Context: an optimization exercise on an open-source flow, tuned for small area, a short achievable clock period and few clock cycles. The choices shown serve that exercise and are no tape-out recipe. Only simulation tests tie the RTL to the original design; equivalence was not proved.

== the baseline ==
// escape_time_mdbrot
module escape_time_mdbrot(input logic clk, input logic rst, input logic start,
                          input logic [12:0] max_iter, input logic [31:0] xmin, input logic [31:0] xmax, input logic [31:0] ymin, input logic [31:0] ymax, input logic [31:0] Xscale, input logic [31:0] Yscale,
                          output logic [7:0] vga_x, output logic [6:0] vga_y, output logic [2:0] vga_colour, output logic vga_plot,
                          output logic ready);
Size in the first run: roughly 590 flip-flops, ~230 I/O pins.
Settings: LEC_CHECK=0, CAP_MARGIN=20, CORE_MARGIN=2, CORE_UTILIZATION=65, PLACE_DENSITY=0.75, SLEW_MARGIN=20, SYNTH_HIERARCHICAL=1; clock period 20.0 ns.
standard.sh (not shown) runs the stock make flow with config.mk's settings and CLKGATE_MAP_FILE= SYNTH_SCRIPT=/design/flow/synth_recipe.tcl, a recipe that flattens the netlist after the stock synthesis.
==> flow/flow/run.sh <==
#!/bin/bash
# The standard layout, with the port buffers that buffer_ports inserts made
# plain buf_2 cells instead of the library's default pick (a delay buffer).
set -euo pipefail
export BUFFER_PORTS_ARGS="-buffer_cell sky130_fd_sc_hd__buf_2"
bash standard.sh > standard.log 2>&1
Testbench counts of the baseline, summed over its fixed seeds: cycles 2,373,874.
Here is what was changed in the inputs of the candidate compared with the baseline.
Settings: setting CTS_CLUSTER_SIZE to 22 for the first time; setting CTS_CLUSTER_DIAMETER to 100 for the first time.
==> notes.md <==
The baseline → the candidate: sequential share of layout area picked up an extra 0.51 points, synthesis-to-layout area growth lost 2.3 points.
The candidate vs. the baseline: layout net count went down by about 0.55%.
The proportion of final cell area spent on non-clock buffers on the baseline is in line with that on the candidate.
Between the baseline and the candidate, the difference in maximum frequency is negligible.
The total global-route track usage of the candidate falls short of that of the baseline by 0.53 points.
The baseline and the candidate ended up with nearly the same setup slack.


Another version of the RTL of escape_time_mdbrot (not shown whole).
For scale: about 4,700 cells after synthesis, ~230 I/O pins, ~0.050 mm² of cells after synthesis.
clock: 20.0 ns
lec_check: 0
cap_margin: 20
core_margin: 2
core_utilization: 65
cts_cluster_diameter: 100
cts_cluster_size: 22
place_density: 0.75
slew_margin: 20
synth_hierarchical: 1
Scripts as last shown in full above: flow/flow/run.sh
Testbench counts at the start, summed over its fixed seeds: cycles 2,373,874.
Next try:
CORE_UTILIZATION = 75   (was 65)
PLACE_DENSITY = 0.85   (was 0.75)
Effect: The new run produced a clean layout. Wire length is higher slightly. Synthesized cell count does not change. Setup slack improves by 0.025 ns. Design area is lower slightly. Sequential cell count is unchanged. First-iteration DRC count is higher by well over a third. Clock skew is lower by 0.0051 ns. Non-clock buffer count is higher by 3. Global-route usage is higher by 5.4 points. Sequential share of layout area barely changes.


Setup of willow:
Another version of the RTL of escape_time_mdbrot (not shown whole).
Size in the first run: about 230 I/O pins.
==> flow/config.mk <==
export PLATFORM = sky130hd
export DESIGN_NAME = escape_time_mdbrot
export DESIGN_NICKNAME = escape_time_mdbrot
export VERILOG_FILES = /design/flow/design.v
export SDC_FILE = /design/flow/constraint.sdc
export NUM_CORES = 4
export LEC_CHECK = 0
export CAP_MARGIN = 20
export CORE_MARGIN = 2
export CORE_UTILIZATION = 65
export PLACE_DENSITY = 0.75
export SLEW_MARGIN = 20
export SYNTH_HIERARCHICAL = 1
==> flow/constraint.sdc <==
create_clock -name core_clock -period 20.0 [get_ports {clk}]
set_input_delay 4.0000 -clock core_clock [delete_from_list [all_inputs] [get_ports {clk}]]
set_output_delay 4.0000 -clock core_clock [all_outputs]
set_load 0.01 [all_outputs]
Scripts as last shown in full above: flow/flow/run.sh
Testbench counts of willow, summed over its fixed seeds: cycles 2,373,874.
### willow -> sierra
Settings: CORE_UTILIZATION changed from 65 to 40; PLACE_DENSITY changed from 0.75 to 0.6.
==> flow/run.sh (new file) <==
#!/bin/bash
# synth_recipe.tcl (not shown) runs the flow's synth.tcl, then flattens the netlist and writes it again
# the make line also repeats each setting of config.mk as NAME=value (left out here)
make -C /OpenROAD-flow-scripts/flow DESIGN_CONFIG=/design/flow/config.mk WORK_HOME=/design/flow/orfs CLKGATE_MAP_FILE= SYNTH_SCRIPT=/design/flow/synth_recipe.tcl finish
removed: flow/flow/run.sh
removed: flow/standard.sh
Findings:
- Relative to willow, hold slack has gone down in sierra.
- Cmp sierra vs willow: fraction of met2 tracks used by global routing lower in sierra
- | placement-stage cell area | sierra vs willow | about 2.6% higher |
- [compare] base=willow new=sierra: final critical path time including I/O delays and setup picked up an extra 0.45 ns; setup slack moved down; die area went up 62%.
- On sierra: clock tree cell share of total cell area is 0.33 points lower than what willow gave.


escape_time_mdbrot, a different RTL version from the one above (not shown whole).
Size in the first run: roughly 4700 cells after synthesis, roughly 630 flip-flops, about 230 I/O pins, about 0.052 sq mm of cells after synthesis.
export LEC_CHECK = 0
export CAP_MARGIN = 20
export CORE_MARGIN = 2
export CORE_UTILIZATION = 65
export PLACE_DENSITY = 0.75
export SLEW_MARGIN = 20
export SYNTH_HIERARCHICAL = 1
create_clock -name core_clock -period 20.0 [get_ports {clk}]
==> flow/flow/run.sh <==
#!/bin/bash
# The standard layout, with the port buffers that buffer_ports inserts made
# plain buf_2 cells instead of the library's default pick (a delay buffer).
set -euo pipefail
export BUFFER_PORTS_ARGS="-buffer_cell sky130_fd_sc_hd__buf_2"
bash standard.sh > standard.log 2>&1
Testbench counts at the start, summed over its fixed seeds: cycles 2,373,874.
==> next run, changes <==
- CTS_CLUSTER_DIAMETER: unset -> 100
- CTS_CLUSTER_SIZE: unset -> 22
Via count falls by about 1.3%; cell area falls by about 2.5%; non-clock buffer count does not change; fmax falls by 1.8%; wire length falls by 1.5%; worst setup slack got worse by 0.097 ns; utilization falls by 1.7 points; worst hold slack improved by 0.013 ns.


run B:
escape_time_mdbrot, a different RTL version from the one above (not shown whole).
For scale: roughly 4,800 cells after synthesis, roughly 230 I/O pins, about 0.052 mm2 of cells after synthesis.
clock: 20.0 ns
lec_check: 0
cap_margin: 20
core_margin: 2
core_utilization: 65
place_density: 0.75
slew_margin: 20
synth_hierarchical: 1
run.sh (not shown) runs the stock make flow with config.mk's settings and CLKGATE_MAP_FILE= SYNTH_SCRIPT=/design/flow/synth_recipe.tcl, a recipe that flattens the netlist after the stock synthesis.
Stock flow here: none of the scripts above is used.
Testbench counts of run B, summed over its fixed seeds: cycles 2,352,101.
Changes in run D relative to run B:
diff --git a/flow/config.mk b/flow/config.mk
--- a/flow/config.mk
+++ b/flow/config.mk
@@ -10,2 +10,2 @@
-export CORE_UTILIZATION = 65
-export PLACE_DENSITY = 0.75
+export CORE_UTILIZATION = 40
+export PLACE_DENSITY = 0.6
==> notes.md <==
- Run D completed every stage of the flow, and the final layout passed the timing, DRC and antenna checks.
- Area growth from synthesis to layout: run D vs run B up 1.8 points
- Going from run B to run D, number of standard cells in the final layout excluding fillers increased about 12%, sequential share of layout area went down 0.36 points, floorplan row count +about 28%.
- Run B → run D: number of violations reported at the end of detailed-routing iteration 0 went down about 7.5%; final critical-path share of the clock period saw an increase; maximum number of pins on one net before global-route repair now sits lower.
- Re worst setup slack: run D and run B aren't equal, and the lower value belongs to run D.
- The cell area number comes out higher for run D vs run B.

static timing again, ports no longer ideal:
No port has a modelled driver above. Below, the same layouts with a new extraction and two added sets of constraints. Step 1 sets driving cells, clkbuf_16 on the clock port and buf_2 on the other inputs (assumed; they add their load-dependent delay and slew). Step 2 moves the port delays by t, midway between the first and last clock arrival at a register: inputs arrive t later, outputs are due t later. That takes back most of the time a late clock gives input paths. Three values: ideal, step 1, step 2; two values: the first two.
| run | t (ns) | slack for setup (ns) | worst setup path at the end |
|---|---|---|---|
| the baseline | 0.670 | 14.322 / 14.322 / 14.322 | register to register |
| the candidate | 0.639 | 14.319 / 14.319 / 14.319 | register to register |
| the first run of note 2 | 0.649 | 14.717 / 14.717 / 14.717 | register to register |
| the second run of note 2 | 0.654 | 14.742 / 14.742 / 14.742 | register to register |
| willow | 0.696 | 14.802 / 14.797 / 14.802 | register to register |
| sierra | 0.730 | 14.355 / 14.306 / 14.355 | register to register |
| the first run of note 4 | 0.694 | 14.777 / 14.747 / 14.777 | register to register |
| the second run of note 4 | 0.671 | 14.681 / 14.681 / 14.681 | register to register |
| run B | 0.696 | 14.189 / 14.189 / 14.189 | register to register |
| run D | 0.738 | 13.931 / 13.931 / 13.931 | register to register |
After both steps setup and hold are still met in every run listed.
